What follows belongs to an exercise in optimizing a design on an open flow for small area; a production flow would make more cautious choices.
Function was checked by simulation only, so behaviour that the tests miss may differ from the original.
Power figures rest on the tool's default switching activity, not on a simulated workload.

### design/flow/config.mk
export PLATFORM = sky130hd
export DESIGN_NAME = top_module
export DESIGN_NICKNAME = top_module
export VERILOG_FILES = /design/flow/design.v
export SDC_FILE = /design/flow/constraint.sdc
export NUM_CORES = 4
export LEC_CHECK = 0
export ABC_AREA = 1
export CAP_MARGIN = 20
export CORE_MARGIN = 2
export CORE_UTILIZATION = 45
export CTS_BUF_LIST = sky130_fd_sc_hd__clkbuf_16
export CTS_CLUSTER_DIAMETER = 100
export CTS_CLUSTER_SIZE = 30
export SLEW_MARGIN = 20
### design/flow/constraint.sdc
create_clock -name core_clock -period 400.0 [get_ports {clk_100MHz}]
set_input_delay 80.0000 -clock core_clock [delete_from_list [all_inputs] [get_ports {clk_100MHz}]]
set_output_delay 80.0000 -clock core_clock [all_outputs]
set_load 0.01 [all_outputs]
### design/flow/design.v
module hx711_data_module(
    input  wire clk_100MHz,
    input  wire rst,
    input  wire [1:0] phase,
    input  wire DOUT,
    output reg  PD_SCK,
    output wire signed [23:0] RAW_VAL,
    output wire DATA_VALID,
    output reg  RAW_PEND           
);
    parameter CLKS_PER_HALF_CYCLE = 5;
    localparam [1:0] IDLE = 2'b00, READING_BITS = 2'b01, NEXT_CONV = 2'b10, CLEANUP = 2'b11;
    reg [1:0]  state;
    reg [4:0]  bit_index;
    reg [2:0]  counter;
    reg [23:0] read_val;
    reg        pend_bit;
    wire half_done = (counter >= CLKS_PER_HALF_CYCLE);
    wire shift_now = (state == READING_BITS) & PD_SCK & (counter == 3'd1);
    wire apply     = (phase == 2'd0);
    always @(posedge clk_100MHz) begin
        if (rst) begin
            read_val <= 24'b0;
            RAW_PEND <= 1'b0;
        end else if (apply) begin
            RAW_PEND <= 1'b0;
            if (shift_now | RAW_PEND)
                read_val <= {read_val[22:0], shift_now ? DOUT : pend_bit};
        end else if (shift_now) begin
            RAW_PEND <= 1'b1;
        end
        if (shift_now) pend_bit <= DOUT;
    end
    always @(posedge clk_100MHz) begin
        if (rst) begin
            state     <= IDLE;
            PD_SCK    <= 1'b0;
        end else
        case (state)
            IDLE: begin
                bit_index <= 5'd0;
                counter   <= 3'd0;
                PD_SCK    <= 1'b0;
                if (!DOUT) state <= READING_BITS;
            end
            READING_BITS, NEXT_CONV: begin
                counter <= counter + 3'd1;
                if (half_done) begin
                    counter <= 3'd0;
                    PD_SCK  <= ~PD_SCK;
                    if (PD_SCK) begin
                        if (state == NEXT_CONV) state <= CLEANUP;
                        else begin
                            bit_index <= bit_index + 5'd1;
                            if (bit_index == 5'd23) state <= NEXT_CONV;
                        end
                    end
                end
            end
            CLEANUP: begin
                PD_SCK    <= 1'b0;
                counter   <= 3'd0;
                bit_index <= 5'd0;
                state     <= IDLE;
            end
        endcase
    end
    assign RAW_VAL    = read_val;
    assign DATA_VALID = (state == CLEANUP);
endmodule
module get_tare_and_calibration(
    input  wire        clk_100MHz,
    input  wire        rst,
    input  wire        rst_d,           
    input  wire [3:0]  T,
    input  wire        tare_button,
    input  wire        calib_button,
    input  wire        DATA_VALID,
    input  wire signed [23:0] RAW_VAL,
    input  wire [23:0] new_cal,         
    output reg  signed [23:0] last_raw_val,
    output reg  signed [23:0] TARE,
    output reg  signed [23:0] CALIBRATE_VAL
);
    wire slow_en = (T == 4'd7);
    wire upd     = (T == 4'd12);
    reg t_dff0, t_dff1, t_dff2;
    reg c_dff0, c_dff1, c_dff2;
    always @(posedge clk_100MHz) begin
        if (rst) begin
            {t_dff0, t_dff1, t_dff2} <= 3'b0;
            {c_dff0, c_dff1, c_dff2} <= 3'b0;
        end else if (slow_en) begin
            {t_dff0, t_dff1, t_dff2} <= {tare_button, t_dff0, t_dff1};
            {c_dff0, c_dff1, c_dff2} <= {calib_button, c_dff0, c_dff1};
        end
    end
    wire tare_pulse  = upd & t_dff1 & ~t_dff2;
    wire calib_pulse = upd & c_dff1 & ~c_dff2;
    reg [2:0] dv_d;
    always @(posedge clk_100MHz) begin
        dv_d <= {dv_d[1:0], DATA_VALID};
        if (dv_d[2] | rst_d) last_raw_val <= RAW_VAL;
    end
    always @(posedge clk_100MHz) begin
        if (rst) begin
            TARE          <= 24'sd0;
            CALIBRATE_VAL <= 24'sd100000;
        end else begin
            if (tare_pulse) TARE <= last_raw_val;
            if (calib_pulse && new_cal != 24'd0) CALIBRATE_VAL <= new_cal;
        end
    end
endmodule
module output_calibrated_weight(
    input  wire clk,
    input  wire [1:0] phase,
    input  wire signed [23:0] TARE,
    input  wire signed [23:0] CALIBRATE_VAL,
    input  wire signed [23:0] RAW_VAL,
    input  wire signed [23:0] LAST,
    output wire [23:0] NEW_CAL,
    output wire [24:0] CALIBRATED_OUTPUT
);
    function automatic [34:0] add35(input [34:0] a, input [34:0] b, input cin);
        reg c; integer i;
        begin
            c = cin;
            for (i = 0; i < 35; i = i + 1) begin
                add35[i] = a[i] ^ b[i] ^ c;
                c = (a[i] & b[i]) | (c & (a[i] ^ b[i]));
            end
        end
    endfunction
    function automatic [24:0] add25(input [24:0] a, input [24:0] b, input cin);
        reg c; integer i;
        begin
            c = cin;
            for (i = 0; i < 25; i = i + 1) begin
                add25[i] = a[i] ^ b[i] ^ c;
                c = (a[i] & b[i]) | (c & (a[i] ^ b[i]));
            end
        end
    endfunction
    wire [23:0] minuend = (phase == 2'd0) ? LAST : RAW_VAL;
    wire [34:0] d  = add35({{11{minuend[23]}}, minuend}, ~{{11{TARE[23]}}, TARE}, 1'b1);
    assign NEW_CAL = d[23:0];
    wire [34:0] d3 = add35({{10{d[24]}}, d[24:0]}, {{9{d[24]}}, d[24:0], 1'b0}, 1'b0);
    wire [34:0] d5 = add35({{10{d[24]}}, d[24:0]}, {{8{d[24]}}, d[24:0], 2'b0}, 1'b0);
    wire [34:0] e  = add35({d3[24:0], 10'b0}, {{4{d3[26]}}, d3[26:0], 4'b0}, 1'b0);
    wire [34:0] Np = add35(e, {{7{d5[27]}}, d5[27:0]}, 1'b0);
    wire        sN = Np[34];
    reg [34:0] absN;
    reg        ci;
    integer i;
    always @* begin
        ci = sN;
        for (i = 0; i < 35; i = i + 1) begin
            absN[i] = Np[i] ^ sN ^ ci;
            ci = ci & (Np[i] ^ sN);
        end
    end
    reg        sN_q;
    reg  [5:0] absN_lo;
    always @(posedge clk) begin
        sN_q    <= sN;
        absN_lo <= absN[5:0];
    end
    wire [39:0] X = {1'b0, absN, 4'b0};
    wire [9:0] xin = (phase == 2'd1) ? X[39:30] :
                     (phase == 2'd2) ? X[29:20] :
                     (phase == 2'd3) ? X[19:10] : {absN_lo, 4'b0};
    wire        sD   = CALIBRATE_VAL[23];
    wire [24:0] Dext = {sD, CALIBRATE_VAL};
    reg  [24:0] rem_q;    
    reg  [13:0] q_hi;     
    reg [24:0] r;
    reg [9:0]  qb;
    reg        sub;
    integer k;
    always @* begin
        r = (phase == 2'd1) ? 25'd0 : rem_q;
        for (k = 9; k >= 0; k = k - 1) begin
            sub   = ~(r[24] ^ sD);
            qb[k] = sub;
            r = add25({r[23:0], xin[k]}, Dext ^ {25{sub}}, sub);
        end
    end
    wire        rneg = r[24];
    wire        inc  = rneg & (sD ^ sN_q);
    wire [23:0] y    = {q_hi, qb} ^ {24{sN_q}};
    reg  [23:0] yi;
    reg         cy;
    integer m;
    always @* begin
        cy = inc;
        for (m = 0; m < 24; m = m + 1) begin
            yi[m] = y[m] ^ cy;
            cy = cy & y[m];
        end
    end
    wire [24:0] Q = {yi, ~rneg};
    assign CALIBRATED_OUTPUT = {Q[24], Q[23:0] ^ {24{Q[24]}}};
    always @(posedge clk) begin
        rem_q <= r;
        q_hi  <= {q_hi[3:0], qb};
    end
endmodule
module signed_bcd_driver(
    input  wire       CLK,
    input  wire       RST,
    input  wire       RST_D,
    input  wire [4:0] T,
    input  wire [24:0] SIGNED_INT_DISPLAY,
    output reg  [7:0] segment,
    output reg  [7:0] anode
);
    reg started4;   
    always @(posedge CLK) begin
        if (RST | RST_D)         started4 <= 1'b0;
        else if (T[1:0] == 2'd3) started4 <= 1'b1;
    end
    wire [24:0] st [0:24];
    assign st[0] = 25'd0;
    genvar gi, gj;
    generate for (gi = 0; gi < 24; gi = gi + 1) begin : g_step
        wire [24:0] adj;
        for (gj = 0; gj < 2; gj = gj + 1) begin : g_dig
            if (gi >= (gj == 0 ? 9 : 19)) begin : g_add
                b1000_fix u_fix(.a(st[gi][10*gj +: 10]), .o(adj[10*gj +: 10]));
            end else begin : g_keep
                assign adj[10*gj +: 10] = st[gi][10*gj +: 10];
            end
        end
        assign adj[24:20] = st[gi][24:20];
        assign st[gi+1] = {adj[23:0], SIGNED_INT_DISPLAY[23-gi]};
    end endgenerate
    wire [2:0] sel = T[4:2] - 3'd1;
    wire [9:0] b  = (sel <= 3'd2) ? st[24][9:0] :
                    (sel <= 3'd5) ? st[24][19:10] : {5'd0, st[24][24:20]};
    wire [1:0] p  = (sel == 3'd0 || sel == 3'd3 || sel == 3'd6) ? 2'd0 :
                    (sel == 3'd1 || sel == 3'd4) ? 2'd1 : 2'd2;
    wire [11:0] s2 [0:10];
    assign s2[0] = 12'd0;
    generate for (gi = 0; gi < 10; gi = gi + 1) begin : g_s2
        wire [11:0] adj;
        for (gj = 0; gj < 3; gj = gj + 1) begin : g_d2
            if (gi >= 3*gj+3+gj/3) begin : g_add
                bcd_add3 u_add3(.a(s2[gi][4*gj +: 4]), .o(adj[4*gj +: 4]));
            end else begin : g_keep
                assign adj[4*gj +: 4] = s2[gi][4*gj +: 4];
            end
        end
        assign s2[gi+1] = {adj[10:0], b[9-gi]};
    end endgenerate
    wire [3:0] code = (sel == 3'd7) ? {3'b101, ~SIGNED_INT_DISPLAY[24]} :
                      (p == 2'd0) ? s2[10][3:0] : (p == 2'd1) ? s2[10][7:4] : s2[10][11:8];
    reg  [3:0] dig;      
    always @(posedge CLK) begin
        if (RST | RST_D)         dig <= 4'd0;
        else if (T[1:0] == 2'd0) dig <= code;
    end
    always @* begin
        case (dig)
            4'b0000: segment = 8'b00000011;
            4'b0001: segment = 8'b10011111;
            4'b0010: segment = 8'b00100101;
            4'b0011: segment = 8'b00001101;
            4'b0100: segment = 8'b10011001;
            4'b0101: segment = 8'b01001001;
            4'b0110: segment = 8'b01000001;
            4'b0111: segment = 8'b00011111;
            4'b1000: segment = 8'b00000001;
            4'b1001: segment = 8'b00001001;
            4'b1010: segment = 8'b11111101;
            default: segment = 8'b11111111;
        endcase
        if (T >= 5'd13 && T <= 5'd16) segment[0] = 1'b0;
        if (RST_D) segment = 8'b11111111;
        anode = started4 ? ~(8'd1 << sel) : 8'b11111111;
    end
endmodule
module b1000_fix(input wire [9:0] a, output wire [9:0] o);
    wire g  = a[9] | (a[8] & a[7] & a[6] & a[5] & a[4] & (a[3] | a[2]));
    wire c3 = a[2] & g;
    wire c4 = (a[3] & g) | (c3 & (a[3] | g));
    wire c5 = a[4] & c4;
    wire c6 = a[5] & c5;
    wire c7 = a[6] & c6;
    wire c8 = a[7] & c7;
    assign o = {g, a[8] ^ c8, a[7] ^ c7, a[6] ^ c6, a[5] ^ c5, a[4] ^ c4,
                a[3] ^ g ^ c3, a[2] ^ g, a[1:0]};
endmodule
module bcd_add3(input wire [3:0] a, output wire [3:0] o);
    wire g = a[3] | (a[2] & (a[1] | a[0]));
    assign o[3] = g;
    assign o[2] = (a[2] & ~a[1] & ~a[0]) | (a[3] & a[0]);
    assign o[1] = a[1] ^ (g & ~a[0]);
    assign o[0] = a[0] ^ g;
endmodule
module UARTtx(
    input  wire clk_100MHz,
    input  wire rst,
    input  wire rst_d,
    input  wire [2:0] T,
    input  wire raw_pend,
    input  wire [24:0] WEIGHTED,
    output reg  tx
);
    reg        fs;      
    reg [3:0]  pc;      
    reg [1:0]  bc;      
    reg [24:0] sr;      
    reg        fix;
    wire tick      = (T == 3'd0) & ~rst_d;
    wire start_bit = ~fs & (pc == 4'd2);
    wire data_bit  = ~fs & (pc >= 4'd3) & (pc <= 4'd10);
    wire byte_end  = (pc == 4'd12);
    always @(posedge clk_100MHz) begin
        if (T == 3'd6) fix <= raw_pend;    
        if (rst) begin
            tx  <= 1'b1;
            fs  <= 1'b1;
        end else begin
            if (tick) begin
                tx <= start_bit ? 1'b0 : data_bit ? sr[0] : 1'b1;
                if (fs | byte_end) fs <= ~fs & (bc == 2'd3);
            end
        end
        if (tick) begin
            pc <= (fs | byte_end) ? 4'd1 : pc + 4'd1;
            if (fs) bc <= 2'd0;
            else if (byte_end) bc <= bc + 2'd1;
        end
        if ((tick && fs) || (~fs && pc == 4'd1 && bc == 2'd0 && T == 3'd4 && fix))
            sr <= WEIGHTED;
        else if (tick && data_bit)
            sr <= {1'b0, sr[24:1]};
    end
endmodule
module top_module(
    input wire clk_100MHz,
    input wire rst,
    input wire DOUT,
    input wire tare_button,
    input wire calib_button,
    output wire PD_SCK,
    output wire [7:0] SEG,
    output wire [7:0] AN,
    output wire TX
);
    reg [4:0] T;      
    reg       rst_d;  
    always @(posedge clk_100MHz) begin
        rst_d <= rst;
        if (rst) T <= 5'd0;
        else     T <= T + 5'd1;
    end
    wire signed [23:0] RAW_VAL;
    wire        DATA_VALID;
    wire        RAW_PEND;
    wire signed [23:0] TARE;
    wire signed [23:0] CALIBRATE_VAL;
    wire [24:0] CALIBRATED_OUTPUT;
    wire signed [23:0] LAST;
    wire [23:0] NEW_CAL;
    hx711_data_module HX711(
        .clk_100MHz(clk_100MHz), .rst(rst), .phase(T[1:0]), .DOUT(DOUT),
        .PD_SCK(PD_SCK), .RAW_VAL(RAW_VAL), .DATA_VALID(DATA_VALID), .RAW_PEND(RAW_PEND)
    );
    get_tare_and_calibration GET_TARE_CAL(
        .clk_100MHz(clk_100MHz), .rst(rst), .rst_d(rst_d), .T(T[3:0]),
        .tare_button(tare_button), .calib_button(calib_button),
        .DATA_VALID(DATA_VALID), .RAW_VAL(RAW_VAL), .new_cal(NEW_CAL),
        .last_raw_val(LAST), .TARE(TARE), .CALIBRATE_VAL(CALIBRATE_VAL)
    );
    output_calibrated_weight CALC_WEIGHT(
        .clk(clk_100MHz), .phase(T[1:0]),
        .TARE(TARE), .CALIBRATE_VAL(CALIBRATE_VAL), .RAW_VAL(RAW_VAL),
        .LAST(LAST), .NEW_CAL(NEW_CAL), .CALIBRATED_OUTPUT(CALIBRATED_OUTPUT)
    );
    signed_bcd_driver DISPLAY(
        .CLK(clk_100MHz), .RST(rst), .RST_D(rst_d), .T(T),
        .SIGNED_INT_DISPLAY(CALIBRATED_OUTPUT), .segment(SEG), .anode(AN)
    );
    UARTtx UART(
        .clk_100MHz(clk_100MHz), .rst(rst), .rst_d(rst_d), .T(T[2:0]),
        .raw_pend(RAW_PEND), .WEIGHTED(CALIBRATED_OUTPUT), .tx(TX)
    );
endmodule
### design/flow/flow/run.sh
#!/bin/bash
# Layout flow: the standard synthesis, unchanged; then the combinational
# cells of its netlist are mapped again by ABC with an area-oriented mapper
# (flip-flops, full adders and tie cells are kept as they are, with
# their names); then the standard flow from floorplan to finish.
set -euo pipefail
R=$PWD/orfs/results/$FLOW_PLATFORM/top_module/base
L=$PWD/orfs/logs/$FLOW_PLATFORM/top_module/base
LIB=$FLOW_HOME/platforms/$FLOW_PLATFORM/lib/sky130_fd_sc_hd__tt_025C_1v80.lib
YOSYS=$FLOW_HOME/../tools/install/yosys/bin/yosys
[ -x "$YOSYS" ] || YOSYS=yosys

# 1. standard synthesis (writes 1_2_yosys.v)
bash standard.sh "$R/1_2_yosys.v" > std_synth.log 2>&1
cp "$R/1_2_yosys.v" "$R/1_2_yosys_std.v"

# 2. re-map the combinational logic
KEEP=$(grep -o 'sky130_fd_sc_hd__[a-z0-9_]*' "$R/1_2_yosys_std.v" | sort -u |
       grep -E '__(df|edf|sdf|dl|fa_|conb)' | tr '\n' ' ')
DU=$(grep -o -- '-dont_use [A-Za-z0-9_]*' "$L/1_2_yosys.log" | sort -u | tr '\n' ' ')
sed -e "s#@LIB@#$LIB#g" -e "s#@KEEP@#$KEEP#g" -e "s#@DU@#$DU#g" \
    -e "s#@IN@#$R/1_2_yosys_std.v#g" -e "s#@OUT@#$R/1_2_yosys.v#g" \
    -e "s#@ABC@#$PWD/flow/area.abc#g" flow/remap.ys > remap_run.ys
"$YOSYS" -l remap.log remap_run.ys > /dev/null 2>&1
sed -e "s#@LIB@#$LIB#g" -e "s#@OUT@#$R/1_2_yosys.v#g" flow/stat.ys > stat_run.ys
"$YOSYS" -l remap_stat.log stat_run.ys > /dev/null 2>&1

export CTS_ARGS="-sink_clustering_enable -repair_clock_nets -sink_clustering_size 30 -sink_clustering_max_diameter 100 -buf_list sky130_fd_sc_hd__clkbuf_16 -dont_use_dummy_load"
bash standard.sh > std_finish.log 2>&1
### design/flow/flow/area.abc
strash
dch
amap
topo
### design/flow/flow/remap.ys
# cells as their functions, except the ones kept as they are
read_liberty -ignore_miss_func @LIB@
read_verilog @IN@
hierarchy -top top_module
setattr -mod -set keep_hierarchy 1 @KEEP@
flatten top_module
opt_clean top_module
abc -script @ABC@ -liberty @LIB@ @DU@ top_module
opt_clean -purge top_module
hilomap -singleton -hicell sky130_fd_sc_hd__conb_1 HI -locell sky130_fd_sc_hd__conb_1 LO top_module
insbuf -buf sky130_fd_sc_hd__buf_4 A X top_module
opt_clean -purge top_module
select top_module
write_verilog -noattr -nohex -nodec -selected @OUT@
### design/flow/flow/stat.ys
read_liberty -lib @LIB@
read_verilog @OUT@
hierarchy -top top_module
check -assert
stat -liberty @LIB@
### design/flow/standard.sh
#!/bin/bash
# synth_recipe.tcl (not shown) runs the flow's synth.tcl, then flattens the netlist and writes it again
# the make line also repeats each setting of config.mk as NAME=value (left out here)
make -C /OpenROAD-flow-scripts/flow DESIGN_CONFIG=/design/flow/config.mk WORK_HOME=/design/flow/orfs CLKGATE_MAP_FILE= SYNTH_SCRIPT=/design/flow/synth_recipe.tcl "${@:-finish}"
==> results of run 1 <==
placed cells by master (no fill, tap or decap), types with 11 or more instances in the layout:
| master | count |
|---|---|
| or2_0 | 18 |
| nor3_1 | 28 |
| edfxtp_1 | 64 |
| a31oi_1 | 18 |
| o221ai_1 | 11 |
| a221oi_1 | 49 |
| buf_4 | 32 |
| clkdlybuf4s50_1 | 21 |
| fa_1 | 368 |
| clkinv_1 | 409 |
| a211oi_1 | 13 |
| nor2_1 | 294 |
| o221a_1 | 28 |
| o21ai_0 | 146 |
| and3_1 | 11 |
| dfxtp_1 | 152 |
| o22ai_1 | 283 |
| nand2_1 | 188 |
| clkbuf_16 | 14 |
| a21oi_1 | 157 |
stage by stage:
step / total power, mW / instances / hold WS [ns] / setup slack, ns
6_report: 67.0 / 3036 / 0.339 / 239.04
5_1_grt: 72.2 / 3036 / 0.358 / 228.59
4_1_cts: 67.7 / 3036 / 0.341 / 239.58
3_3_place_gp: 66.2 / 3022 / 0.313 / 242.39
2_1_floorplan: 46.8 / 2370 / 0.310 / 247.49
3_5_place_dp: 67.6 / 3022 / 0.313 / 240.00
per-layer routing:
metal / up-vias / global-route usage / share of wire
li1: 8477 / - / -
met1: 8725 / 0.343 / 0.44
met2: 498 / 0.402 / 0.47
met3: 74 / 0.0388 / 0.062
met4: 0 / 0.0486 / 0.021
met5: - / 0 / 0
final cells by class:
| cell class | count | area (sq um) | area share |
|---|---|---|---|
| clock buffer | 14 | 350 | 0.0153 |
| timing repair buffer | 54 | 455 | 0.0199 |
| inverter | 410 | 1540 | 0.0672 |
| sequential | 216 | 4960 | 0.217 |
| tap | 607 | 759 | 0.0332 |
| multi-input combinational | 1735 | 14800 | 0.648 |
flip-flops by register name, summed over array words and instances (netlist names), 3 cells and up, named ones only:
name,count
CALC_WEIGHT.rem_q,25
UART.sr,25
GET_TARE_CAL.CALIBRATE_VAL,24
GET_TARE_CAL.TARE,24
GET_TARE_CAL.last_raw_val,24
HX711.read_val,24
CALC_WEIGHT.q_hi,14
CALC_WEIGHT.absN_lo,6
HX711.bit_index,5
T,5
DISPLAY.dig,4
UART.pc,4
GET_TARE_CAL.dv_d,3
HX711.counter,3
==> run notes, run 1 <==
- Half-perimeter wire length after detailed placement: ~45000 um
- Using the TritonRoute via totals, the vias-per-cell ratio works out to roughly 6.
- Kind of launch point of the worst setup path: register
- For this design the static power due to leakage is 7.79 nW.
- The startpoint identified for the worst hold timing path is GET_TARE_CAL.dv_d[0].
- The worst-case IR drop observed on VDD is between 3 and 4 mV.
- Post-Synthesis Mean Instance Area: approximately 9 sq um
- The internal portion of the total power is about 28 mW.
* Finished Core Util: 0.491
- The die is 222 um wide.
- Path type of the worst setup path: register to register
* Power density over the cells: 2920 nW/um^2
- The number of buffers and inverters on the critical path is 104.
- The area growth from synthesis to layout is 7.48%.
* Avg WL per Cell: ~19 um
- Top contributor to total power: combinational cells
* Row cnt: 79
- In the routed design, unresolved DRC markers number 0.
* Worst setup EP type: register
- During synthesis, Yosys emitted a total of 6 warnings.
- In this run the number of H-tree levels came out at 1.
* Die Area: a little under 50000 sq um
- Summing every instance area after synthesis gives 21300 sq um.
- Timing-limited maximum frequency: around 6.2 MHz
* Die Ht: approximately 220 um
- In this run the worst hold path is classified as register to register.
- Run status: timing/DRC/antenna clean
- The number of hold violations in the final report was 0.
* Number of clock sinks seen by CTS: 216
* Finished Cell Area: 22900 sq um
- WP depth: between 600 and 700
- CP startpoint: T[1]
- Per report_power, the Sequential row totals roughly 1.1 mW.
* Highest cell delay on the worst timing path: between 0.7 and 0.8 ns
- Root Driver: clkbuf_16
- 0 antenna diodes ended up in the layout.
- The cell count after synthesis came out at 2370.
- Crit path top cell by count: fa_1
* Final Critical Period: around 160 ns
- CTS buffer count: 14
- Largest net degree at the start of global routing: 58
* Number of pins with negative max-slew slack in the final report: 0
- On the critical path, the stage with the largest delay is an instance of o41ai_1.
- For this design the top-level I/O count stands at 23.
- Nets@finish: between 2000 and 3000
- Routed via count: between 15000 and 20000
* Worst-case reg-to-reg path depth: about 610
- After clock tree synthesis, the clock-pin slew on the worst setup and hold paths is between 0.1 and 0.15 ns.
- Part of the power in combinational logic: 0.983
* Number of violations reported at the end of detailed-routing iteration 0: about 1200
* Clock network fraction of design power: 0
- The analysis attributes to net switching a power of 39.1 mW.
- Across every metal layer, demand over resource in global routing totals 0.244.
- Summed over the clock group, the power is between 0.01 and 0.015 mW.
* Net count after synthesis: 2743
- For the worst-skew pair, the clock arrives at the later sink with an insertion delay of 0.53 ns.
- Summed over all layers, the global routing overflow is 0.
* Count of hold buffers inserted by post-cts repair: 0
- Maximum clock skew at final layout: 0.0723 ns
* Crit-path leading delay family: adder cells
* Initial antenna violation count: 0
- At the end of routability-driven placement, the weighted congestion stood at 0.922.
* Initial Util: 0.457
- For the worst setup path, the data required time is between 400 and 500 ns.
- At the pin with the least slew margin, the transition time is between 1 and 1.5 ns.
- The number of global-route vias before repair is approximately 18000.
- Global-route wire length before repair: 97200 um
* Startpoint of the worst-slack reg-to-reg timing path: T[1]
* Quantity of gates resized following cts: 0
- RSZ-0062 raised after global routing: false
- Data arrival time of the worst path: ~160 ns
* Placeable core region: 46700 sq um
- Summed over all layers, the routed wires come to between 50000 and 60000 um.
- Fill count: approximately 4500
* Fraction of final layout cells sized beyond drive strength 1: 0.0268
- Number of search-and-repair iterations in the first detailed-routing pass: 5
- Hold Path Depth: 0
- Total cell area at the placement stage: approximately 23000 sq um
* Max cap viols: 0
* Setup repair bufs after CTS: 0
- Input/output buffers: 22
- Residual antenna-violating net count after detailed routing: 0
- Top fanout value on the critical path: between 50 and 60
* Combinational gate power: ~66 mW
* Total of endpoints with negative setup slack in the final report: 0
- In this run the register-to-register setup slack is around 240 ns.
- In the final timing run, aggregate negative setup slack is 0 ns.
- Worst-case headroom to the max-slew limit: 0.304
- Proportion of power drawn by flip-flops and latches: 0.016
- Of the total power, the share spent switching nets is 0.583.
* Bufs on Longest Clock Path: 3
- TritonCTS built the clock tree.
- Of the available clock period, the critical path in the final layout requires 0.402.
* End point of the most critical hold path: GET_TARE_CAL.dv_d[1]
==> run 2, diff against run 1 <==
==> design/flow/flow/area.abc (replaced) <==
strash
dch -f
amap
topo
==> run notes, run 2 <==
* Antenna Diode Count: 0 (unchanged)
- The count of cells along the worst hold path is 0 (unchanged).
* Residual antenna-violating net count after detailed routing: 0 (unchanged)
* Critical path data required time: 400.43 ns (-0.02 ns)
- Hold WC Path Type: register to register
- The number of buffers added on ports was 22 (unchanged).
* Placeable core region: 46600 sq um (-0.21%)
- Top contributor to total power: combinational cells
- Setup repair after global routing left no endpoint under its margin.
- Total wirelength of the detailed-routed design: 57300 um (-1.9%)
* Maximum clock skew at final layout: 0.0867 ns (+0.0144 ns)
- The critical path arrival was 162.38 ns (+0.98 ns).
- Net count after synthesis: 2750 (+0.26%)
- The core utilization of the finished layout is 0.491 (about the same).
* Cells after Synth: 2377 (+0.30%)
* Die Area: 49000 sq um (-0.28%)
- Gr usage total: 0.239 (-0.00549)
- P_clk: between 0.01 and 0.015 mW
- The number of nets in the finished design was 2812 (+0.29%).
- Top fanout value on the critical path: 51 (-11%)
* Net switching fraction of the power: 0.584 (+0.000862)
- Warning count from the yosys run: 6 (unchanged)
* Insertion delay of the later-clocked pin in the worst-skew pair: 0.54 ns (about the same)
- The netlist area before placement was 21300 sq um (-0.28%).
* WP depth: 605 (-0.49%)
- Count of hold buffers inserted by post-cts repair: 0 (unchanged)
- The minimum period implied by the final worst setup slack was 161.95 ns (+0.994 ns).
- Part of the power in combinational logic: 0.983 (about the same)
- Power density over the cells: 2930 nW/um^2 (about the same)
* Bufs on Longest Clock Path: 3 (unchanged)
- Seq. pwr: 1.10 mW (about the same)
- Slew at the pin with the worst max-slew slack: 0.960 ns (-0.0852 ns)
- CP startpoint: T[1]
- Die Ht: 221 um (-0.14%)
* Routed via count: 17800 (+0.023%)
- Switching pwr: 39.1 mW (about the same)
* Setup repair bufs after CTS: 0 (unchanged)
- For hold timing, the worst endpoint is GET_TARE_CAL.dv_d[2].
- Global-route wire length before repair: 95300 um (-2.0%)
* Combinational gate power: 65.8 mW (about the same)
- The ratio of cells with drive above 1 in the final layout came to 0.0267 (-0.0000878).
- TNS Setup: 0 ns (unchanged)
* Worst setup EP type: register
* Area added between synthesis and finish: 7.60%
- The final max-slew violation count was 0 (unchanged).
* Most frequent standard cell in the layout excluding fill and tap cells: fa_1
- The tree is rooted in a clkbuf_16.
- The highest ir drop seen on vdd was 3.21 mV (-19%).
- Worst-case reg-to-reg path depth: 605 (-0.49%)
- The initial standard-cell utilization of the core is 0.457 (about the same).
* P_int: 27.8 mW (-0.34%)
* Final Cycle Share: 0.405 (+0.00249)
* Leakage component of the power: 7.85 nW (+0.80%)
- Fill count: 4412 (-1.3%)
- Number of clock sinks seen by CTS: 216 (unchanged)
* Most used cells in the layout excluding fill and tap cells: fa_1, clkinv_1, nor2_1, o22ai_1, nand2_1
- Number of violations reported at the end of detailed-routing iteration 0: 1238 (+2.6%)
- The worst setup path is launched from a register.
- Via density: 5.84 (-0.24%)
* DRC violations left: 0 (unchanged)
- The setup slack of the worst register-to-register path is 238.05 ns (-0.99 ns).
* CTS buffer count: 15 (+1)
* Number of global-route vias before repair: 17900 (-0.36%)
* Worst-case headroom to the max-slew limit: 0.352 (+0.0484)
- Initial antenna violation count: 0 (unchanged)
- Routability congestion estimate: 0.905 (-1.9%)
- Io pins: 23 (unchanged)
* Global route total overflow: 0 (unchanged)
- Clock network fraction of design power: 0 (unchanged)
* Startpoint of the worst-slack reg-to-reg timing path: T[1]
- On the critical path the largest part of the delay comes from adder cells.
- By startpoint and endpoint, the worst setup path is classified as register to register.
- The final count of negative-setup-slack endpoints was 0 (unchanged).
- CP Buf/Inv Count: 106 (+1.9%)
* Proportion of power drawn by flip-flops and latches: 0.016 (about the same)
* Number of search-and-repair iterations in the first detailed-routing pass: 7 (+2)
- The slowest stage of the critical path belongs to the cell o41ai_1.
* Clock tree from TritonCTS: yes
- The largest registers in the layout are CALC_WEIGHT.rem_q (25), UART.sr (25).
* Crit path top cell by count: fa_1
- Total cell area at the placement stage: 22500 sq um (-0.25%)
- Horizontal die dimension: 221 um (-0.14%)
- The post-CTS resize count was 0 (unchanged).
* Half-perimeter wire length after detailed placement: 43900 um (-1.9%)
- Count of endpoints failing hold in the final timing report: 0 (unchanged)
* Clock-pin slew on the worst setup and hold paths: 0.11 ns (about the same)
- Number of H-tree branching levels: 1 (unchanged)
- The worst hold path begins at GET_TARE_CAL.dv_d[1].
* Avg WL per Cell: 18.8 um (-2.1%)
- Timing-limited maximum frequency: 6.17 MHz (-0.61%)
- The run finished with no timing, DRC or antenna violations.
- Highest cell delay on the worst timing path: 0.85 ns (+0.07 ns)
* Max cap viols: 0 (unchanged)
* Largest net degree at the start of global routing: 52 (-10%)
- Post-Synthesis Mean Instance Area: 8.94 sq um (-0.58%)
- The standard-cell row count is 79 (unchanged).
- Finished Cell Area: 22900 sq um (-0.17%)
run 2: metrics by stage:
step	hold WS, ns	instances	total power, mW	setup slack, ns
finish	0.340	3044	66.9	238.05
global route	0.349	3044	72.6	227.03
CTS	0.343	3044	68.0	239.00
detailed placement	0.312	3029	67.8	239.44
global placement	0.312	3029	66.8	241.43
floorplan	0.310	2377	47.3	246.45
run 2: cell type report:
class / count / area [sq um] / area share
multi-input combinational: 1786 / 14900 / 0.653
sequential: 216 / 4970 / 0.217
clock buffer: 15 / 375 / 0.0164
tap: 607 / 759 / 0.0332
inverter: 366 / 1370 / 0.0601
timing repair buffer: 54 / 455 / 0.0199
run 2: routing by layer:
layer | track usage | vias up | share of wire
met3 | 0.0390 | 91 | 0.064
li1 | - | 8488 | -
met5 | 0 | - | 0
met2 | 0.387 | 520 | 0.46
met4 | 0.0682 | 0 | 0.031
met1 | 0.331 | 8679 | 0.44

[separate check: timing with driven ports]
The flow's constraints put no driver on any port. The routed layouts listed below were extracted and timed again, unchanged, in two steps.
Step 1 assumes that a clkbuf_16 drives the clock port and a buf_2 every other input.
Step 2 also shifts input and output timing later by t, the mid clock arrival at the registers, as if the neighbouring blocks saw the same clock.
Three values: ideal, step 1, step 2; two values: the first two.
run	t (ns)	setup slack, ns	latest minus earliest clock arrival (ns)	slew at the worst register clock pin (ns)	worst data-port slew with drivers (ns)
run 1	0.546	239.043 / 239.043 / 239.043	0.072 / 0.072	0.11 / 0.11	0.05
run 2	0.546	238.049 / 238.049 / 238.049	0.086 / 0.087	0.11 / 0.11	0.04
After both steps setup and hold are still met in every run listed.
